This is an optimization exercise on Yosys and OpenROAD, whose aim is a short achievable clock period and few clock cycles, not a production implementation.
Function not checked in this run: the RTL went through the layout flow alone.
Power and IR drop assume default switching activity.

==> flow/design.v <==
module single_cycle_cpu (
    input  logic        clk,
    input  logic        rst,
    output logic [31:0] imem_addr,
    input  logic [31:0] imem_rdata,
    output logic [31:0] dmem_addr,
    output logic [63:0] dmem_wdata,
    output logic        dmem_we,
    input  logic [63:0] dmem_rdata
);
    localparam int NB = 32;                
    localparam int HB = 4;                 
    localparam int NP = 1 << HB;
    logic [63:0]   pc_f;
    logic          v_d;
    logic [31:0]   ir_d;
    logic [63:0]   pc_d;
    logic [NB-1:0] hv_d;       
    logic          hb_d;       
    logic          cf_d;       
    logic          pt_d;       
    logic          fold_d;     
    logic [9:0]    ft_d;       
    logic [9:0]    t_d;        
    logic          v_e, wr_e, we_e, br_e, cf_e, ld_e, pe_e, hb_e;
    logic [NB-1:0] hv_e;
    logic [4:0]    rd_e;
    logic [1:0]    aop_e;      
    logic [63:0]   a_e, b_e, sd_e;
    logic [31:0]   ar_e;
    logic [63:0]   pc_e, tgt_e, ft_e;
    wire [NB-1:0]    bv, bbr, bcf, bfv, bpe;
    wire [NB*10-1:0] ba, bt, bf;
    wire          f_in = (pc_f[63:12] == 52'd0) && (pc_f[1:0] == 2'd0);
    logic [NB-1:0] fh;
    logic [9:0]    f_t, f_f;
    always_comb begin
        f_t = 10'd0;
        f_f = 10'd0;
        for (int i = 0; i < NB; i++) begin
            fh[i] = f_in && bv[i] && (ba[i*10 +: 10] == pc_f[11:2]);
            f_t = f_t | (bt[i*10 +: 10] & {10{fh[i]}});
            f_f = f_f | (bf[i*10 +: 10] & {10{fh[i]}});
        end
    end
    wire        f_hb   = |(fh & bbr);
    wire        f_cf   = |(fh & bcf);
    wire        f_pt   = |(fh & bpe);
    wire        f_fold = |(fh & bfv);
    wire [63:0] f_next = f_pt ? {52'd0, f_t, 2'd0} :
                         f_fold ? {52'd0, f_f, 2'd0} : pc_f + 64'd4;
    assign imem_addr = pc_f[31:0];
    wire [6:0] op_d  = ir_d[6:0];
    wire       is_ld = (op_d == 7'b0000011);
    wire       is_st = (op_d == 7'b0100011);
    wire       is_ai = (op_d == 7'b0010011);
    wire       is_op = (op_d == 7'b0110011);
    wire       is_br = (op_d == 7'b1100011);
    wire [4:0] rs1   = ir_d[19:15];
    wire [4:0] rs2   = ir_d[24:20];
    wire [4:0] rd    = ir_d[11:7];
    wire [2:0] f3    = ir_d[14:12];
    wire [6:0] f7    = ir_d[31:25];
    wire [63:0] imm_i = {{52{ir_d[31]}}, ir_d[31:20]};
    wire [31:0] imm_s = {{20{ir_d[31]}}, ir_d[31:25], ir_d[11:7]};
    wire [63:0] imm_b = {{51{ir_d[31]}}, ir_d[31], ir_d[7], ir_d[30:25], ir_d[11:8], 1'b0};
    wire writes = (is_ld || is_ai || is_op) && (rd != 5'd0);
    logic [1:0] aop;
    always_comb begin
        aop = 2'd0;
        if (is_op) begin
            case (f3)
                3'b000:  aop = (f7 == 7'b0100000) ? 2'd1 : 2'd0;
                3'b111:  aop = 2'd2;
                3'b110:  aop = 2'd3;
                default: aop = 2'd0;
            endcase
        end
    end
    logic              rst_q;
    always_ff @(posedge clk) rst_q <= rst;
    wire  [32*64-1:0]  rfv;
    logic [63:0]       e_res;
    assign rfv[63:0] = 64'd0;
    genvar g;
    for (g = 1; g < 32; g++) begin : rf
        logic [63:0] q;
        always_ff @(posedge clk) begin
            if (rst_q)
                q <= 64'd0;
            else if (wr_e && rd_e == g)
                q <= e_res;
        end
        assign rfv[g*64 +: 64] = q;
    end
    wire [63:0] ra = rfv[rs1*64 +: 64];
    wire [63:0] rb = rfv[rs2*64 +: 64];
    wire        fa = wr_e && (rd_e == rs1);
    wire        fb = wr_e && (rd_e == rs2);
    wire [63:0] a_nx  = fa ? e_res : ra;
    wire [63:0] sd_nx = fb ? e_res : rb;
    wire [63:0] b_nx  = is_ai ? imm_i : sd_nx;
    wire [31:0] ar_nx = ra[31:0] + (is_st ? imm_s : imm_i[31:0]);
    wire stall = v_d && (is_ld || is_st) && fa;
    wire        same    = (rs1 == rs2);
    wire [63:0] tgt     = pc_d + imm_b;
    wire [63:0] pc4_d   = pc_d + 64'd4;
    wire [63:0] ft      = fold_d ? {52'd0, ft_d, 2'd0} : pc4_d;
    wire        d_taken = is_br && (hb_d ? pt_d : same);
    wire        d_redir = v_d && !stall && !cf_d && (d_taken != pt_d);
    wire [63:0] d_rpc   = d_taken ? tgt : ft;
    wire        sub_e = (aop_e == 2'd1);
    wire [63:0] bb_e  = sub_e ? ~b_e : b_e;
    logic [63:0] alu;
    always_comb begin
        case (aop_e)
            2'd2:    alu = a_e & b_e;
            2'd3:    alu = a_e | b_e;
            default: alu = a_e + bb_e + {63'd0, sub_e};
        endcase
    end
    assign e_res = ld_e ? dmem_rdata : alu;
    wire z_s  = ((a_e ^ bb_e) == {a_e[62:0] | bb_e[62:0], sub_e});
    wire z_x  = ld_e ? (dmem_rdata == 64'd0) :
                (aop_e == 2'd2) ? ((a_e & b_e) == 64'd0) :
                (aop_e == 2'd3) ? ((a_e | b_e) == 64'd0) : z_s;
    wire        take  = cf_e ? z_x : (a_e == b_e);
    wire        mis   = (br_e || cf_e) && (take != pe_e);
    wire [63:0] e_rpc = take ? tgt_e : ft_e;
    assign dmem_addr  = ar_e;
    assign dmem_wdata = sd_e;
    assign dmem_we    = we_e;
    wire go = v_d && !stall && !mis;
    always_ff @(posedge clk) begin
        if (rst)
            pc_f <= 64'd0;
        else if (mis)
            pc_f <= e_rpc;
        else if (d_redir)
            pc_f <= d_rpc;
        else if (!stall)
            pc_f <= f_next;
    end
    always_ff @(posedge clk) begin
        if (rst)
            v_d <= 1'b0;
        else if (mis || d_redir)
            v_d <= 1'b0;
        else if (!stall)
            v_d <= 1'b1;
        if (!stall) begin
            ir_d   <= imem_rdata;
            pc_d   <= pc_f;
            hv_d   <= fh;
            hb_d   <= f_hb;
            cf_d   <= f_cf;
            pt_d   <= f_pt;
            fold_d <= f_fold;
            ft_d   <= f_f;
            t_d    <= f_t;
        end
    end
    always_ff @(posedge clk) begin
        if (rst) begin
            v_e  <= 1'b0;
            wr_e <= 1'b0;
            we_e <= 1'b0;
            br_e <= 1'b0;
            cf_e <= 1'b0;
        end else begin
            v_e  <= go;
            wr_e <= go && writes;
            we_e <= go && is_st;
            br_e <= go && is_br;
            cf_e <= go && cf_d;
        end
        ld_e  <= is_ld;
        rd_e  <= rd;
        aop_e <= aop;
        a_e   <= a_nx;
        b_e   <= b_nx;
        sd_e  <= sd_nx;
        ar_e  <= ar_nx;
        pe_e  <= cf_d ? pt_d : d_taken;
        hv_e  <= hv_d;
        hb_e  <= hb_d;
        pc_e  <= pc_d;
        tgt_e <= cf_d ? {52'd0, t_d, 2'd0} : tgt;
        ft_e  <= ft;
    end
    localparam logic [1:0] K_BR = 2'd0, K_UF = 2'd1, K_DF = 2'd2, K_CF = 2'd3;
    wire in_e   = (pc_e[63:12] == 52'd0) && (pc_e[1:0] == 2'd0);
    wire in_d   = (pc_d[63:12] == 52'd0) && (pc_d[1:0] == 2'd0);
    wire in_t   = (tgt[63:12] == 52'd0) && (tgt[1:0] == 2'd0);
    wire in_te  = (tgt_e[63:12] == 52'd0) && (tgt_e[1:0] == 2'd0);
    wire seq_de = v_e && in_e && in_d && (pc_e[11:2] + 10'd1 == pc_d[11:2]);
    wire rq_br = br_e && take && !hb_e && in_e && in_te;
    wire uc_d  = v_d && is_br && same && in_t;
    wire rq_df = uc_d && cf_e && (ft_e == pc_d);
    wire rq_uf = uc_d && !cf_e && seq_de;
    wire rq_cf = v_d && is_br && !same && in_t && seq_de && (pc_d[11:2] != 10'h3ff) &&
                 !br_e && !cf_e && wr_e &&
                 ((rs1 == rd_e && rs2 == 5'd0) || (rs2 == rd_e && rs1 == 5'd0));
    logic        rq_v;
    logic [1:0]  rq_k;
    logic [9:0]  rq_a, rq_t, rq_f;
    always_ff @(posedge clk) begin
        if (rst)
            rq_v <= 1'b0;
        else
            rq_v <= rq_br || rq_uf || rq_df || rq_cf;
        if (rq_br) begin
            rq_k <= K_BR;
            rq_a <= pc_e[11:2];
            rq_t <= tgt_e[11:2];
        end else begin
            rq_k <= rq_cf ? K_CF : (rq_df ? K_DF : K_UF);
            rq_a <= pc_e[11:2];
            rq_t <= tgt[11:2];
        end
        rq_f <= rq_cf ? pc_d[11:2] + 10'd1 : tgt[11:2];
    end
    logic [NB-1:0] rm;
    always_comb
        for (int i = 0; i < NB; i++)
            rm[i] = bv[i] && (ba[i*10 +: 10] == rq_a);
    wire rq_hit = |rm;
    wire alloc  = rq_v && !rq_hit && (rq_k == K_BR || rq_k == K_UF || rq_k == K_CF);
    logic [NB-1:0] vp;         
    always_ff @(posedge clk) begin
        if (rst)
            vp <= {{(NB-1){1'b0}}, 1'b1};
        else if (alloc)
            vp <= {vp[NB-2:0], vp[NB-1]};
    end
    wire upd_en = br_e || cf_e;
    for (g = 0; g < NB; g++) begin : btb
        logic            v, br, cf, fv;
        logic [9:0]      a, t, f;
        logic [HB-1:0]   h;
        logic [2*NP-1:0] pht;
        assign bv[g]          = v;
        assign bbr[g]         = br;
        assign bcf[g]         = cf;
        assign bfv[g]         = fv;
        assign ba[g*10 +: 10] = a;
        assign bt[g*10 +: 10] = t;
        assign bf[g*10 +: 10] = f;
        assign bpe[g]         = (br || cf) && pht[{h, 1'b1}];
        wire mine = rq_v && rm[g];
        wire newe = alloc && vp[g];
        always_ff @(posedge clk) begin
            if (rst) begin
                v <= 1'b0;
            end else begin
                if (upd_en && hv_e[g] && (br || cf)) begin
                    h <= {h[HB-2:0], take};
                    for (int k = 0; k < NP; k++)
                        if (k == int'(h)) begin
                            if (take)
                                pht[2*k +: 2] <= (pht[2*k +: 2] == 2'd3) ? 2'd3 : pht[2*k +: 2] + 2'd1;
                            else
                                pht[2*k +: 2] <= (pht[2*k +: 2] == 2'd0) ? 2'd0 : pht[2*k +: 2] - 2'd1;
                        end
                end
                if ((mine || newe) && rq_k == K_BR) begin
                    br <= 1'b1;
                    cf <= 1'b0;
                    t  <= rq_t;
                    h  <= {{(HB-1){1'b0}}, 1'b1};
                    for (int k = 0; k < NP; k++)
                        pht[2*k +: 2] <= (k == 0) ? 2'd3 : 2'd2;
                end
                if (((mine && !cf) || newe) && rq_k == K_UF) begin
                    fv <= 1'b1;
                    f  <= rq_f;
                end
                if (mine && cf && rq_k == K_DF)
                    f <= rq_f;
                if (newe && rq_k == K_CF) begin
                    cf <= 1'b1;
                    t  <= rq_t;
                    fv <= 1'b1;
                    f  <= rq_f;
                    h  <= {HB{1'b0}};
                    for (int k = 0; k < NP; k++)
                        pht[2*k +: 2] <= 2'd1;
                end
                if (newe) begin
                    v <= 1'b1;
                    a <= rq_a;
                    if (rq_k != K_BR)
                        br <= 1'b0;
                    if (rq_k == K_BR)
                        fv <= 1'b0;
                    if (rq_k == K_UF)
                        cf <= 1'b0;
                end
            end
        end
    end
endmodule
==> flow/flow/run.sh <==
#!/bin/bash
set -euo pipefail
bash standard.sh SETUP_SLACK_MARGIN=7.5 TNS_END_PERCENT=5 finish > run_make.log 2>&1
==> flow/standard.sh <==
#!/bin/bash
# synth_recipe.tcl (not shown) runs the flow's synth.tcl, then flattens the netlist and writes it again
# the make line also repeats each setting of config.mk as NAME=value (left out here)
make -C /OpenROAD-flow-scripts/flow DESIGN_CONFIG=/design/flow/config.mk WORK_HOME=/design/flow/orfs CLKGATE_MAP_FILE= SYNTH_SCRIPT=/design/flow/synth_recipe.tcl "${@:-finish}"
==> flow/config.mk <==
export PLATFORM = sky130hd
export DESIGN_NAME = single_cycle_cpu
export DESIGN_NICKNAME = single_cycle_cpu
export VERILOG_FILES = /design/flow/design.v
export SDC_FILE = /design/flow/constraint.sdc
export NUM_CORES = 8
export LEC_CHECK = 0
export ABC_CLOCK_PERIOD_IN_PS = 3000
export CAP_MARGIN = 20
export CORE_MARGIN = 2
export CORE_UTILIZATION = 40
export SETUP_SLACK_MARGIN = 5
export SLEW_MARGIN = 20
==> flow/constraint.sdc <==
create_clock -name core_clock -period 11.0 [get_ports {clk}]
set_input_delay 2.2000 -clock core_clock [delete_from_list [all_inputs] [get_ports {clk}]]
set_output_delay 2.2000 -clock core_clock [all_outputs]
set_load 0.01 [all_outputs]
==> run notes <==
Status
The flow ran to the end and the layout has no timing, DRC or antenna violations.

Yosys
The synthesized design contains 4,970 register bits. The share of flip-flops with an asynchronous set or reset after synthesis is 0. The cell area after synthesis is 254,100 sq um.

The post-synthesis average cell area is 10.27 sq um. The cell count after synthesis is 24,739. The net count of the mapped netlist is 25,188. The total of warnings raised by yosys is 1. The most used flip-flop cell after synthesis is dfxtp_1. The post-synthesis sequential area ratio is 0.4845. The number of library cell types mapped by synthesis is 92. The number of enable flip-flop cells after synthesis is 2,360.

Timing
The count of endpoints failing hold in the final timing report is 0. For this run, the top clock speed supported by timing is 0.1896 GHz. The transition time at the pin with the least slew margin is 1253 ps.

In the final timing run, aggregate negative setup slack is 0 ps. Measured against its own limit, the worst slew margin works out to 0.1618. Of the available clock period, the critical path in the final layout requires 0.4795. Setup repair after global routing could not meet its margin everywhere.

The number of pins exceeding their max-slew limit in the final report is 0. The clock period minus final worst setup slack is 5275 ps. The clock skew is 86.87 ps. Setup violations remaining at the end of the flow were counted as 0.

Floorplan
The floorplan step set the die width to 801.1 microns. For this design the top-level I/O count stands at 227. After floorplanning, the core was sized to cover 632,800 sq um. The initial core utilization is 0.4016.

The die area is 641,700 sq um. After floorplanning, the core was divided into 292 placement rows. The die height is 801.1 microns.

Clock tree
The root buffer cell is clkbuf_16. Clock tree synthesis inserted a total of 558 buffers. The total clock sinks is 4,970. The number of levels the H-tree was split into is 6.

The number of hold buffers added after CTS was 0. The clock tree from TritonCTS is yes. The clock latency of the later-clocked register in the worst-skew pair is 1150 ps.

The clock passes through at most 4 buffers. After clock tree synthesis, the clock-pin slew on the worst setup and hold paths is 70 ps.

Min path
The class of the tightest hold or removal check is flop to flop.

Layout
Compared with the post-synthesis result, the final layout area differs by 16.66%. The number of nets in the final layout is 24,981. The filler cell count in the final layout is 57,386. The filler-free cell count of the finished design is 33,393. The share of layout cells above drive strength 1 is 0.1750. The sequential cell area is 123,200 sq um. The library cell used most frequently in the layout, excluding fill and tap cells, is nand2_1. Leaving out fill and tap cells, the most frequent cells in the layout are nand2_1 (3,756), dfxtp_1 (2,566), edfxtp_1 (2,360).

The multi-input combinational cells in the finished layout cover a total of 126,100 sq um.

Placement
The number of I/O port buffers is 226. Routability-driven placement finished with a final weighted congestion of 0.9922. The detailed placement HPWL is 611.5 mm.

The number of instances in the placed design is 31,631.

Critical path
The required time reported for the critical path endpoint is 12,060 ps. Of all nets on the critical path, the largest fanout is 12. Setup slack on the worst reg-to-reg path comes out at 5730 ps. The endpoint identified for the worst register-to-register timing path is pc_f[62].

The worst setup path is launched from a flop. The launching point of the worst reg2reg path is a_e[52]. Counting cells, the worst reg-to-reg path comes to 15. The signal arrival time at the worst endpoint is 6340 ps. The category of the most critical setup path is flop to flop. Tracing the worst setup path back leads to its startpoint at a_e[52]. Following the worst setup path forward leads to its endpoint at pc_f[62]. STA classifies the critical path endpoint as a flop.

Drt
The number of nets with antenna violations after routing is 0. The final routed wire length divided by cell count is 30.60 microns. Using the TritonRoute via totals, the vias-per-cell ratio works out to 6.284. The violation count after the first detailed-routing iteration is 28,783. Summing over every cut layer, the via total after detailed routing is 209,837. The number of design rule violations left after detail routing is 0.

The total iterations of the first detailed-routing run is 7. Summed over all layers, the routed wires come to 1022 mm.

GRT
The first global-routing pass estimated 1412 mm of wire. The number of global-route vias before repair is 196,093. Across every metal layer, demand over resource in global routing totals 0.2946. The largest net degree at the start of global routing is 220.

The number of antenna violations at the first check in global routing is 53. For this run the aggregate overflow at the end of global routing stands at 0.

Power
In this run the power density over the cells is 136.3 nW/um^2. Power comes to 40,420 uW. For this design the static power due to leakage is 0.1012 uW. The highest ir drop seen on vdd is 0.1766 mV.

Run
The tool flagged a number of max-cap violations equal to 0.
-- synth_stat cells, types with 154 or more instances --
library cell	instances	area, sq um
inv_1	427	1603
nand2_1	3828	14370
nor2_1	1775	6663
nor4_1	167	1045
xnor2_1	873	7646
ha_1	348	4354
o21ai_0	1530	7657
maj3_1	512	5125
mux2i_1	154	1541
dfxtp_1	2610	52250
a22o_1	197	1725
nand3b_1	204	1531
a211oi_1	522	3919
edfxtp_1	2360	70870
nand4_1	294	1839
o21a_1	655	4917
mux4_2	1283	28900
a21oi_1	2327	11650
a22oi_1	195	1464
and2_1	167	1045
nand3_1	339	1697
nor3_1	181	905.9
buf_1	204	765.7
clkbuf_1	1827	6858
mux2_2	203	2286
-- state kept, by name, summed over array words and instances, names as in the netlist, 64 cells and up --
signal,flops
rf.q,1984
btb.pht,1024
btb.a,320
btb.f,320
btb.t,320
btb.h,128
a_e,64
b_e,64
ft_e,64
pc_d,64
pc_e,64
pc_f,64
sd_e,64
tgt_e,64
-- worst max-delay path, cell delays in order, from the launching register on --
cell and delay, ps:
dfxtp_1 430, inv_1 160, ha_1 310, nor4_1 720, nand4_1 470, nor4_2 590
nand2_1 600, o21a_4 410, buf_12 190, xnor2_4 190, nor2b_4 370, buf_4 200
buf_16 150, nor3_1 50, a31oi_1 170, and3_1 160
-- layout make-up --
type,count,area share
clock inverters,216,0.008411
repair buffers,1385,0.05587
clock buffers,795,0.05323
flip-flops and latches,4970,0.4157
multi-input cells,17186,0.4253
diodes,31,0.0002616
inverters,431,0.005917
well taps,8379,0.03536
-- metrics by stage --
step,utilization,hold WS [ps],instance area [sq um],worst slack [ps]
after detailed placement,0.4168,326.9,263800,1458
final,0.4685,312.9,296500,5725
after global placement,0.4167,325.5,263700,1615
after global routing,0.4684,335.3,296400,5742
after CTS,0.4553,317.9,288100,5915
after floorplan,-,323.3,254800,5916
-- timing repair --
item / CTS / global route
buffers inserted: 218 / 341
gates cloned: 61 / 95
gates resized for setup: 480 / 812
setup endpoints to repair: 6050 / 6001
endpoints found under the hold margin: 0 / 0
pin swaps: 61 / 153
-- metal layers --
metal | GRT usage | share of wire
met5 | 0 | 0.00041
met4 | 0.1579 | 0.066
met3 | 0.06831 | 0.11
met2 | 0.4624 | 0.45
met1 | 0.3784 | 0.37
-- power by group --
part           internal, uW  switching [uW]  total, uW
Clock                 10700            8290      19000
Combinational           650            1200       1850
Sequential            19400             177      19600
Total                 30800            9670      40400
-- how the worst min path moves through the flow --
stage / start / end / slack, ps / cells after the start
6_report: hv_d[19] / hv_e[19] / 310 / 0
3_5_place_dp: hv_d[4] / hv_e[4] / 330 / 0
5_1_grt: hv_d[19] / hv_e[19] / 340 / 0
4_1_cts: hv_d[19] / hv_e[19] / 320 / 0
2_1_floorplan: hv_d[0] / hv_e[0] / 320 / 0
3_3_place_gp: hv_d[25] / hv_e[25] / 330 / 0
-- cell families after synthesis --
family	synth area share
compound gates	0.1469
xor+xnor	0.03429
fa+ha+maj	0.03754
buf+inv	0.04033
flops	0.4845
mux	0.1290
simple gates	0.1275

==> separate check: timing with driven ports <==
How much do the figures lean on ideal ports? The routed layout below was timed once more, with nothing changed but the port constraints.
Step 1 sets driving cells, clkbuf_16 on the clock port and buf_2 on the other inputs (assumed; they add their load-dependent delay and slew).
Step 2 adds t to the input delays and takes it off the output delays; t is the mean of the earliest and latest rising clock arrival at the registers after step 1. Input paths then give back, and output paths get back, about the clock's delay inside the block.
Slacks: ideal ports / drivers / drivers and shift; pairs: ideal ports / drivers.
t, ns: 1.234
setup slack, ns: 5.725 / 5.725 / 4.911
pins driven straight from the clock port: 1
After both steps setup and hold are still met in this run. For this run, drivers alone change the setup slack by 0.000 ns; drivers and shift together by -0.814 ns.
